Background: an optimization exercise with open tools, aiming at small area. Do not read the settings as production practice. In this exercise RTL edits were held to simulation tests only and were not proved equivalent to the original. Power is estimated from default activity; no workload was simulated.

--- flow/flow/run.sh ---
#!/bin/bash
# Own layout flow: the standard flow (standard synthesis unchanged), with
# plain minimum-size buffers on the ports and a clock tree without dummy loads.
set -euo pipefail
export BUFFER_PORTS_ARGS="-buffer_cell sky130_fd_sc_hd__buf_1"
export CTS_ARGS="-sink_clustering_enable -repair_clock_nets -dont_use_dummy_load -buf_list {sky130_fd_sc_hd__clkbuf_4 sky130_fd_sc_hd__clkbuf_8}"
bash standard.sh > standard_flow.log 2>&1
--- flow/standard.sh ---
#!/bin/bash
# synth_recipe.tcl (not shown) runs the flow's synth.tcl, then flattens the netlist and writes it again
# the make line also repeats each setting of config.mk as NAME=value (left out here)
make -C /OpenROAD-flow-scripts/flow DESIGN_CONFIG=/design/flow/config.mk WORK_HOME=/design/flow/orfs CLKGATE_MAP_FILE= SYNTH_SCRIPT=/design/flow/synth_recipe.tcl "${@:-finish}"
--- flow/config.mk ---
export PLATFORM = sky130hd
export DESIGN_NAME = rampgen
export DESIGN_NICKNAME = rampgen
export VERILOG_FILES = /design/flow/design.v
export SDC_FILE = /design/flow/constraint.sdc
export NUM_CORES = 4
export LEC_CHECK = 0
export CAP_MARGIN = 20
export CORE_MARGIN = 2
export CORE_UTILIZATION = 60
export CTS_BUF_LIST = sky130_fd_sc_hd__clkbuf_4 sky130_fd_sc_hd__clkbuf_8
export SLEW_MARGIN = 20
--- flow/constraint.sdc ---
create_clock -name core_clock -period 10.0 [get_ports {M_AXIS_ACLK}]
set_input_delay 2.0000 -clock core_clock [delete_from_list [all_inputs] [get_ports {M_AXIS_ACLK}]]
set_output_delay 2.0000 -clock core_clock [all_outputs]
set_load 0.01 [all_outputs]
--- flow/design.v ---
`timescale 1ns / 1ps
module rampgen
  ( frequency,
    amplitude,
    M_AXIS_ACLK,
    M_AXIS_ARESETN,
    M_AXIS_TREADY,
    M_AXIS_TDATA,
    M_AXIS_TSTRB,
    M_AXIS_TLAST,
    M_AXIS_TVALID
  );
  parameter C_S_AXIS_TDATA_WIDTH = 256;
  input  [31:0] frequency;
  input  [31:0] amplitude;
  input wire  M_AXIS_ACLK;
  input wire  M_AXIS_ARESETN;
  input wire  M_AXIS_TREADY;
  output wire [C_S_AXIS_TDATA_WIDTH-1 : 0] M_AXIS_TDATA;
  output wire [(C_S_AXIS_TDATA_WIDTH/8)-1 : 0] M_AXIS_TSTRB;
  output wire  M_AXIS_TLAST;
  output reg  M_AXIS_TVALID;
  localparam SKIP = 3'd6;
  assign M_AXIS_TSTRB = {(C_S_AXIS_TDATA_WIDTH/8){1'b0}};
  assign M_AXIS_TLAST = 1'b0;
  wire clk = M_AXIS_ACLK;
  wire acc = M_AXIS_ARESETN & M_AXIS_TREADY;
  wire upd = M_AXIS_TVALID;           
  reg  [31:0] f_q;
  reg  [15:0] a_q;
  wire ev = !M_AXIS_ARESETN || (frequency != f_q) || (amplitude[15:0] != a_q);
  wire [15:0] na = ~a_q;
  reg  [27:0] q;                       
  wire [27:0] q_step = q + frequency[27:0];
  reg  [5:0] cnt;
  reg  [2:0] skip;
  reg        xfer;
  wire [5:0] cnt_n = ev ? 6'd0 : (cnt == 6'd48) ? cnt : cnt + 6'd1;
  reg  mul, stag, run, rdy, snap, ld1, dbl_on, c17, c18;
  reg  pl1, pl2, pl3;                  
  reg  [2:0] clr;                      
  reg  [2:0] clrh;                     
  reg  sel_r;                          
  reg  sel_s;                          
  reg  stag_h;                         
  wire [2:0] skip_n = ev ? 3'd0 : (cnt == 6'd31) ? SKIP :
                      (run && upd && skip != 3'd0) ? skip - 3'd1 : skip;
  wire xfer_n = ev ? 1'b0 : (cnt == 6'd31) ? 1'b1 : sel_r ? 1'b0 : xfer;
  wire live_n   = acc && (cnt_n >= 6'd32) && (skip_n == 3'd0);
  wire sel_r_n  = live_n && xfer_n && rdy;
  wire sel_s_n  = live_n && !(xfer_n && rdy);
  always @(posedge clk) begin
    cnt  <= cnt_n;
    skip <= skip_n;
    xfer <= xfer_n;
    mul   <= (cnt_n < 6'd16) || (cnt_n >= 6'd32 && cnt_n < 6'd48);
    stag  <= (cnt_n >= 6'd17) && (cnt_n <= 6'd30);
    run   <= (cnt_n >= 6'd32);
    rdy   <= (cnt_n == 6'd48);
    snap  <= (cnt_n == 6'd31);
    ld1   <= (cnt_n == 6'd16);
    dbl_on <= (cnt_n >= 6'd17) && (cnt_n <= 6'd20);
    c17   <= (cnt_n == 6'd17);
    c18   <= (cnt_n == 6'd18);
    pl1   <= sel_r_n;
    pl2   <= pl1 && !ev;
    pl3   <= pl2 && !ev;
    clr[0] <= (cnt_n == 6'd28);
    clr[1] <= (cnt_n == 6'd21);
    clr[2] <= (cnt_n == 6'd16);
    clrh  <= clr;
    sel_r <= sel_r_n;
    sel_s <= sel_s_n;
    stag_h <= stag;
  end
  reg  [47:0] r;
  reg  [17:0] a3;                      
  wire [1:0]  m  = r[1:0];
  wire [17:0] ma = (m == 2'd0) ? 18'd0 : (m == 2'd1) ? {2'b00, a_q} :
                   (m == 2'd2) ? {1'b0, a_q, 1'b0} : a3;
  wire [17:0] rs = {2'b00, r[47:32]} + ma;
  wire [47:0] r_next = {2'b00, rs[17:2], rs[1:0], r[31:2]};
  reg  [31:0] d1;                      
  reg  [15:0] h1, h2, h4, hw;          
  wire [15:0] p1 = r[15:0];
  wire [15:0] p2 = r[31:16];
  wire [15:0] p4 = r[47:32];
  wire [15:0] ks = pl1 ? h1 : pl2 ? h2 : h4;
  wire [16:0] dbl_s = {hw, d1[{3'b111, ~(cnt[1:0] - 2'd1)}]};
  wire [17:0] cdb, ckm;
  wire [16:0] dbl_t;
  wire [15:0] kout;
  assign cdb[0] = 1'b1;
  assign ckm[0] = 1'b1;
  genvar i;
  generate
    for (i = 0; i < 17; i = i + 1) begin : db
      wire nai = (i < 16) ? na[i] : 1'b1;
      assign dbl_t[i] = dbl_s[i] ^ nai ^ cdb[i];
      assign cdb[i+1] = (dbl_s[i] & nai) | (cdb[i] & (dbl_s[i] ^ nai));
    end
    for (i = 0; i < 16; i = i + 1) begin : km
      assign kout[i]  = ks[i] ^ na[i] ^ ckm[i];
      assign ckm[i+1] = (ks[i] & na[i]) | (ckm[i] & (ks[i] ^ na[i]));
    end
  endgenerate
  wire [15:0] dbl   = cdb[17] ? dbl_t[15:0] : dbl_s[15:0];
  wire [31:0] bus_l = sel_r_n ? r[31:0] : sel_s_n ? {d1[27:0], 4'b0000} : stag ? d1 : 32'd0;
  wire [15:0] bh    = sel_r ? r[47:32] : sel_s ? hw : stag_h ? h1 : 16'd0;
  always @(posedge clk) begin
    M_AXIS_TVALID <= acc;
    f_q <= frequency;
    a_q <= amplitude[15:0];
    if (!M_AXIS_ARESETN)
      q <= 28'd0;
    else if (M_AXIS_TREADY)
      q <= q_step;
    a3 <= {1'b0, amplitude[15:0], 1'b0} + {2'b00, amplitude[15:0]};
    if (ev)
      r <= {16'd0, frequency};
    else if (snap)
      r <= {16'd0, q_step, 4'b0000};
    else if (mul)
      r <= r_next;
    else if (pl1)
      r[15:0] <= kout;
    else if (pl2)
      r[31:16] <= kout;
    else if (pl3)
      r[47:32] <= kout;
    if (ld1) begin
      d1 <= r[31:0];
      h1 <= r[47:32];
      hw <= r[47:32];
    end
    if (dbl_on)
      hw <= dbl;
    if (c17)
      h2 <= dbl;
    if (c18)
      h4 <= dbl;
  end
  wire [15:0] sh [0:2];
  wire [31:0] sl [0:2];
  genvar g;
  generate
    for (g = 0; g < 3; g = g + 1) begin : st
      reg  [15:0] h;
      reg  [31:0] l;
      reg         pc;                  
      wire [32:0] ls = {1'b0, l} + {1'b0, bus_l};
      always @(posedge clk) begin
        l  <= clr[g] ? 32'd0 : ls[31:0];
        pc <= ls[32];
      end
      wire [16:0] cu, ct;
      wire [15:0] u, t;
      assign cu[0] = pc;
      assign ct[0] = 1'b1;
      for (i = 0; i < 16; i = i + 1) begin : ad
        assign u[i]    = h[i] ^ bh[i] ^ cu[i];
        assign cu[i+1] = (h[i] & bh[i]) | (cu[i] & (h[i] ^ bh[i]));
        assign t[i]    = u[i] ^ na[i] ^ ct[i];
        assign ct[i+1] = (u[i] & na[i]) | (ct[i] & (u[i] ^ na[i]));
      end
      always @(posedge clk)
        h <= clrh[g] ? 16'd0 : (cu[16] | ct[16]) ? t : u;
      assign sh[g] = h;
      assign sl[g] = l;
    end
  endgenerate
  wire [15:0] samp [0:15];
  assign samp[2]  = sh[0];
  assign samp[9]  = sh[1];
  assign samp[14] = sh[2];
  generate
    for (g = 0; g < 16; g = g + 1) begin : dl
      if (g != 2 && g != 9 && g != 14) begin : c
        localparam integer S = (g <= 4 || g == 6) ? 0 : (g <= 11 || g == 13) ? 1 : 2;
        localparam integer B = (S == 0) ? 2 : (S == 1) ? 9 : 14;
        localparam integer K = g - B;
        localparam integer KA = (K < 0) ? -K : K;
        wire [31:0] dk = (KA == 1) ? d1 : (KA == 2) ? {d1[30:0], 1'b0} : {d1[29:0], 2'b00};
        wire [15:0] hk = (KA == 1) ? h1 : (KA == 2) ? h2 : h4;
        wire [15:0] pk = (KA == 1) ? p1 : (KA == 2) ? p2 : p4;
        wire [15:0] hb = sh[S];
        wire [31:0] lb = sl[S];
        wire [32:0] cc;
        reg         cq;
        assign cc[0] = (K < 0);
        for (i = 0; i < 32; i = i + 1) begin : cy
          wire dki = (K < 0) ? ~dk[i] : dk[i];
          assign cc[i+1] = (lb[i] & dki) | (cc[i] & (lb[i] | dki));
        end
        always @(posedge clk)
          cq <= cc[32];
        wire [15:0] xa = (K < 0) ? ~hk : hk;
        wire [15:0] xb = (K < 0) ? ~pk : pk;
        wire [16:0] ca, cb;
        wire [15:0] sa, sb;
        assign ca[0] = cq;
        assign cb[0] = cq;
        for (i = 0; i < 16; i = i + 1) begin : ad
          assign sa[i]   = hb[i] ^ xa[i] ^ ca[i];
          assign ca[i+1] = (hb[i] & xa[i]) | (ca[i] & (hb[i] ^ xa[i]));
          assign sb[i]   = hb[i] ^ xb[i] ^ cb[i];
          assign cb[i+1] = (hb[i] & xb[i]) | (cb[i] & (hb[i] ^ xb[i]));
        end
        if (K > 0) begin : p
          assign samp[g] = cb[16] ? sb : sa;
        end else begin : m
          assign samp[g] = ca[16] ? sa : sb;
        end
      end
    end
  endgenerate
  generate
    for (g = 0; g < 16; g = g + 1) begin : o
      assign M_AXIS_TDATA[16*g +: 16] = {~samp[g][15], samp[g][14:2], 2'b00};
    end
  endgenerate
endmodule
==> results of run 1 <==
[synth_stat cells, drive strengths merged, types with 107 or more instances]
| master | number |
|---|---|
| fa | 479 |
| nor2 | 417 |
| a21oi | 348 |
| inv | 307 |
| nand2 | 306 |
| dfxtp | 298 |
| o21ai | 252 |
| ha | 227 |
| clkbuf | 207 |
| mux2i | 155 |
| buf | 135 |
| edfxtp | 128 |
| mux2 | 107 |
[registers in the layout (all words and copies together) (netlist names), 16 cells and up]
name and flops:
h2 16, h4 16, st.h 48, f_q 32, st.l 96, d1 32
h1 16, hw 16, r 48, a3 18, q 28
[routing by layer]
| metal | vias to the layer above | part of all wire |
|---|---|---|
| met1 | 17500 | 0.39 |
| met3 | 353 | 0.095 |
| met4 | 0 | 0.062 |
| met5 | - | 0 |
| li1 | 16000 | - |
| met2 | 1798 | 0.45 |
[layout make-up]
type | count | area share
Sequential cell | 426 | 0.214
Inverter | 325 | 0.0266
Antenna cell | 2 | 0.000109
Tap cell | 940 | 0.0256
Timing Repair Buffer | 421 | 0.0501
Clock buffer | 83 | 0.0249
Multi-Input combinational cell | 3489 | 0.659
[path summary, 6_finish.rpt]
kind                                 start                 to  slack, ps  cells after the start
worst min register to register      clr[1]            clrh[1]        460                      0
worst max-delay path            st[1].h[0]  M_AXIS_TDATA[132]        120                     23
worst max register to register       sel_s         st[0].h[0]        860                     25
worst min-delay path                clr[1]            clrh[1]        460                      0
[cells by family (layout without fill, tap and decap cells)]
group                      count (synthesis)  in the layout
AOI/OAI and AO/OA                       1143           1143
other                                      1             67
adders and majority gates                787            787
buffers and inverters                    667            829
and+or+nand+nor                         1042           1042
xor gates and xnor gates                 189            189
DFF                                      426            426
muxes                                    263            263
[what timing repair did]
action                     CTS  global route
pin swaps                    2             0
resized for setup           33            88
hold buffers                 0             0
setup endpoints to repair  159           172
setup buffers               16            14
hold endpoints to repair     0             0
gates cloned                 0             0
[stage by stage]
stage	total power, mW	util	hold WS [ps]	std cells
final	10.4	0.658	462	5686
after global routing	10.9	0.658	478	5686
after CTS	9.87	0.649	469	5670
after detailed placement	8.27	0.629	404	5571
after global placement	8.13	0.629	403	5571
after floorplan	5.91	-	360	4582
[power by group]
| group | leakage [nW] | switching [mW] | total, mW | internal [mW] |
|---|---|---|---|---|
| logic | 14.9 | 4.03 | 6.62 | 2.59 |
| registers | 3.59 | 0.336 | 2.28 | 1.94 |
| clock network | 0.597 | 0.726 | 1.45 | 0.726 |
==> flow_summary.ini, run 1 <==
[status]
status = timing/DRC/antenna clean

[grt]
met2_usage = 0.611
grt_pass1_wl_mm = 214
grt_pass1_vias = 33600
grt_use_met1 = 0.529
grtUsageMet3 = 0.0778
grt_max_degree = 66
grt_usage = 0.396
overflow = 0
antenna_found_initial = 3
top_usage_layer = met2

[setup_path]
critPathKind = reg -> out
slowest_delay_ps = 410
crit_path_start_kind = register
path_cells = buf_4, ha_1, a21o_1, a21oi_1, fa_1, fa_1, fa_1, fa_1, fa_1, fa_1, fa_1, fa_1, fa_1, fa_1, fa_1, fa_1, inv_1, fa_1, inv_1, fa_2, buf_12, mux2i_2, buf_1
slowest_stage = fa_1
end_kind = primary output
critical_path_arrival_ps = 7880
path_delay_family = adder cells
path_buf_inv = 5
critPathMostFrequentCell = fa_1
worstPathRequired_ps = 8000
worstPathMaxFanout = 14

[clocking]
clk_latency_ps = 710
cts_buffers = 83
ctsLongestPathBuffers = 3
clkSinkCount = 426
cts_tree = done
clkSlewWorstSetupHoldPaths_ps = 60
cts_max_level = 3
clk_root_buffer_cell = clkbuf_8

[floorplan]
die-area_sq_mm = 0.0725
ios = 357
start_util = 0.605
core_sq_mm = 0.0698
die_x_um = 269
std_cell_rows = 97
fp.dieH_um = 269

[hold_path]
hold_path_class = reg -> reg

[synth]
syn_inst = 4518
synthMuxAreaShare = 0.0658
synth_top_family_by_area = adder cells
ys_types = 76
synth_simple_gate_area_frac = 0.109
synth.area.top_cells = fa_1 (23%), dfxtp_1 (14%), edfxtp_1 (9.1%), ha_1 (6.7%), a21oi_1 (4.1%)
seq_area_frac_synth = 0.232
ys_async_sr_fraction = 0
synth_compound_area_frac = 0.171
synth_edf_count = 128
synth_fa_ha_area_frac = 0.314
synthDominantCellAreaShare = 0.227
ys_warn_count = 1
synth_top_area_cell = fa_1
synth.cell_area_sq_mm = 0.0422
ys_ff_latch = 426
synthXorXnorAreaFrac = 0.0392
syn-mean-instance-area_sq_um = 9.34
synth_ff_type = dfxtp_1

[final_layout]
layout_commonest_cell = fa_1
final_area_sq_mm = 0.0459
area_growth_pct = 8.71
layout_common_cells = fa_1 (438), nor2_1 (416), a21oi_1 (347)
layout-drive-gt1-share = 0.0976
multi_input_area_sq_mm = 0.0302
num-fill-cells = 5858
regArea_sq_mm = 0.00982
final_net_count = 5519

[timing]
fin_crit_ps = 9880
period_share = 0.988
hold_violations = 0
skew_ps = 104
setup_ws_ps = 117
setup_viol = 0
totalNegativeSetupSlack_ps = 0
slew_headroom = 0.199
max_freq_ghz = 0.101
rsz0062_at_grt = true
tightest_slew_ps = 1190
slew_viol_final = 0

[routing]
drt_iter0_drc = 4037
vias_per_cell = 6.28
postRouteWirelength_mm = 146
dr.pass1.iters = 9
num_vias = 35700
wl_per_cell_um = 25.7
drc = 0
drtAntennaViolNets = 0

[power]
power_density_mw_per_mm2 = 226
ir_worst_vdd_v = 0.000279
leakagePower_nw = 19.1

[placement]
placed_cell_area_sq_mm = 0.0439
portBuffers = 275
hpwlAfterDp_mm = 116
pre_cts_ws_ps = 304
place.gp.congestion = 1.00

[job]
max_cap_violations = 0
==> run 2, diff against run 1 <==
--- a/flow/config.mk
+++ b/flow/config.mk
@@ -5,6 +5,7 @@
 export SDC_FILE = /design/flow/constraint.sdc
 export NUM_CORES = 4
 export LEC_CHECK = 0
+export ABC_AREA = 1
 export CAP_MARGIN = 20
 export CORE_MARGIN = 2
 export CORE_UTILIZATION = 60
==> flow_summary.ini, run 2 <==
[status]
status = timing/DRC/antenna clean

[clocking]
cts_tree = done
clkSlewWorstSetupHoldPaths_ps = 60
ctsHoldBuffers = 0
cts_buffers = 79
cts_max_level = 3
ctsLongestPathBuffers = 3
clkSinkCount = 426
clk_latency_ps = 710
clk_root_buffer_cell = clkbuf_8

[power]
ir_worst_vdd_v = 0.000274
p_seq_frac = 0.224
p_switching_mw = 5.08
combPwrFrac = 0.634
pwr-share-clk = 0.142
sw_frac_of_total = 0.508
p_int_mw = 4.92
power_density_mw_per_mm2 = 218
leakagePower_nw = 21.3

[grt]
grt_pass1_wl_mm = 228
grt_max_degree = 51
top_usage_layer = met2
grt_usage = 0.425
overflow = 0
grtUsageMet3 = 0.128
grt_use_met1 = 0.567
antenna_found_initial = 6
met2_usage = 0.619
grt_pass1_vias = 35700

[timing]
tightest_slew_ps = 1110
fin_crit_ps = 9880
rsz0062_at_grt = true
setup_viol = 0
max_freq_ghz = 0.101
skew_ps = 91.6
hold_violations = 0
slew_headroom = 0.252
setup_ws_ps = 120
slew_viol_final = 0
period_share = 0.988
hold_slack_ps = 485

[floorplan]
fp.dieH_um = 269
core_sq_mm = 0.0698
die_x_um = 269
std_cell_rows = 97
start_util = 0.604
die-area_sq_mm = 0.0724
ios = 357

[setup_path]
regToRegSetupSlack_ps = 550
end_kind = primary output
critical_path_arrival_ps = 7880
path_buf_inv = 6
critPathMostFrequentCell = fa_1
path_cells = inv_1, ha_1, inv_1, o21bai_1, a21oi_1, fa_2, fa_1, fa_1, fa_1, fa_1, fa_1, fa_1, fa_1, fa_1, fa_1, fa_1, fa_1, inv_1, fa_1, inv_1, fa_2, buf_12, mux2i_2, buf_1
slowest_stage = fa_1
crit_path_start_kind = register
slowest_delay_ps = 420
worstPathMaxFanout = 7
critPathKind = reg -> out
path_delay_family = adder cells
worstPathRequired_ps = 8000

[synth]
synth.cell_area_sq_mm = 0.0422
yosysMostFrequentCell = nand2_1
ys_ff_latch = 426
syn_inst = 5248
ys_warn_count = 1
seq_area_frac_synth = 0.233
synth.area.top_cells = fa_1 (23%), dfxtp_1 (14%), nand2_1 (11%), edfxtp_1 (9.1%), ha_1 (6.7%)
synth_commonest_cells = nand2_1 (1246), inv_1 (728), fa_1 (479)
syn-mean-instance-area_sq_um = 8.04
ys_types = 67
ys_async_sr_fraction = 0
synth_edf_count = 128
synth_ff_type = dfxtp_1
synth_top_area_cell = fa_1
synthDominantCellAreaShare = 0.227

[final_layout]
final_net_count = 6319
layout_commonest_cell = nand2_1
area_growth_pct = 8.96
post-route-util = 0.659
final_area_sq_mm = 0.0460
top_register = st.l
layout-drive-gt1-share = 0.0826
stdcell_count = 6490
layout_common_cells = nand2_1 (1239), inv_1 (719), fa_1 (450)
reg_top3 = st.l: 96 flops, r: 48 flops, st.h: 48 flops
largest_reg_flops = 96

[routing]
wl_per_cell_um = 24.2
drtAntennaViolNets = 0
vias_per_cell = 5.96
postRouteWirelength_mm = 157
drt_iter0_drc = 4476
num_vias = 38700
drc = 0
dr.pass1.iters = 10

[placement]
placed_cell_area_sq_mm = 0.0440
place.gp.congestion = 1.05
portBuffers = 275
hpwlAfterDp_mm = 124
pre_cts_ws_ps = 358
placedCellCount = 6355

[job]
max_cap_violations = 0

[hold_path]
hold_path_class = reg -> reg
run 2: changes by cell type after synthesis, sizes merged, moves of 47 or more:
cell,change
nor2,-146
mux2,-107
inv,+432
a22oi,+47
mux2i,-83
o22ai,+167
clkbuf,-71
xnor2,-79
maj3,-81
a21o,-56
nand2,+957
run 2: repair_timing:
| item | in CTS | in global routing |
|---|---|---|
| gates cloned | 1 | 5 |
| pin swaps | 1 | 3 |
| endpoints found under the setup margin | 143 | 172 |
| resized for setup | 27 | 133 |
| buffers inserted | 11 | 33 |
run 2: per-stage QoR:
step / TNS [ps] / power (mW)
2_1_floorplan: 0 / 5.72
3_3_place_gp: 0 / 7.77
6_report: 0 / 10.0
5_1_grt: -156 / 10.6
3_5_place_dp: 0 / 7.90
4_1_cts: -0.628 / 9.40
run 2: metal layers:
metal / share of wire / wire, um / up-vias
li1: - / - / 17700
met1: 0.38 / 60500 / 18500
met2: 0.43 / 67000 / 2093
met3: 0.12 / 19300 / 432
met4: 0.067 / 10500 / 0
met5: 0 / 0 / -
run 2: cell type report:
type	count	area (sq um)
Clock buffer	79	1090
Fill cell	6164	23800
Timing Repair inverter	6	32.5
Sequential cell	426	9820
Timing Repair Buffer	427	2330
Inverter	771	2920
Multi-Input combinational cell	3835	28600
Antenna cell	6	15.0
Tap cell	940	1180
run 2: worst reg2reg max path: stages (launching register included):
cell and delay [ps]:
dfxtp_1 320, inv_1 180, nand2_1 230, o221ai_1 210, o21ai_0 420, fa_1 550, fa_1 520, inv_1 70
fa_1 400, fa_1 420, fa_1 410, fa_1 460, fa_1 430, fa_1 400, fa_1 400, fa_1 400
fa_1 420, fa_1 400, fa_1 400, fa_1 400, fa_1 420, fa_1 370, inv_1 80, fa_1 160
nand2_1 70, clkinv_1 290, nand2_1 100, a21oi_1 370
run 2: power by group through the flow:
stage | clock network, mW | logic, mW | registers, mW
after floorplan | 0 | 3.41 | 2.31
after global placement | 0 | 5.52 | 2.25
after detailed placement | 0 | 5.64 | 2.25
after CTS | 1.43 | 5.76 | 2.22
after global routing | 1.49 | 6.84 | 2.25
final | 1.42 | 6.34 | 2.24
run 2: cell families (layout without fill, tap and decap cells):
logic type                 Yosys count  count (layout)  share of synthesized area
DFF                                426             426                      0.233
buffers and inverters             1051            1283                      0.104
xor gates and xnor gates            81              81                     0.0168
muxes                               72              72                     0.0171
AOI/OAI and AO/OA                 1223            1223                      0.176
adders and majority gates          706             706                      0.295
other                                1              71                  0.0000889
and+or+nand+nor                   1688            1688                      0.159
run 2: worst paths after layout:
path / depth (start not counted) / start / end
worst min-delay path: 2 / q[26] / q[26]
worst max register to register: 27 / sel_s / st[0].h[2]
worst max-delay path: 24 / h2[0] / M_AXIS_TDATA[115]
worst min register to register: 2 / q[26] / q[26]

re-timing with driven ports:
The flow's constraints put no driver on any port. The routed layouts listed below were extracted and timed again, unchanged, in two steps. Step 1 assumes that a clkbuf_16 drives the clock port and a buf_2 every other input. Step 2 also shifts input and output timing later by t, the mid clock arrival at the registers, as if the neighbouring blocks saw the same clock. Three values: no drivers, after step 1, after step 2; two values: the first two.
run | shift t [ns] | slack for setup (ns) | worst hold slack (ns) | worst setup path after step 2 | worst data-port slew with drivers (ns)
run 1 | 0.730 | 0.117 / 0.049 / 0.580 | 0.462 / 0.462 / 0.462 | input to register | 0.08
run 2 | 0.734 | 0.120 / 0.053 / 0.555 | 0.485 / 0.485 / 0.485 | register to register | 0.08
After both steps setup and hold are still met in every run listed.
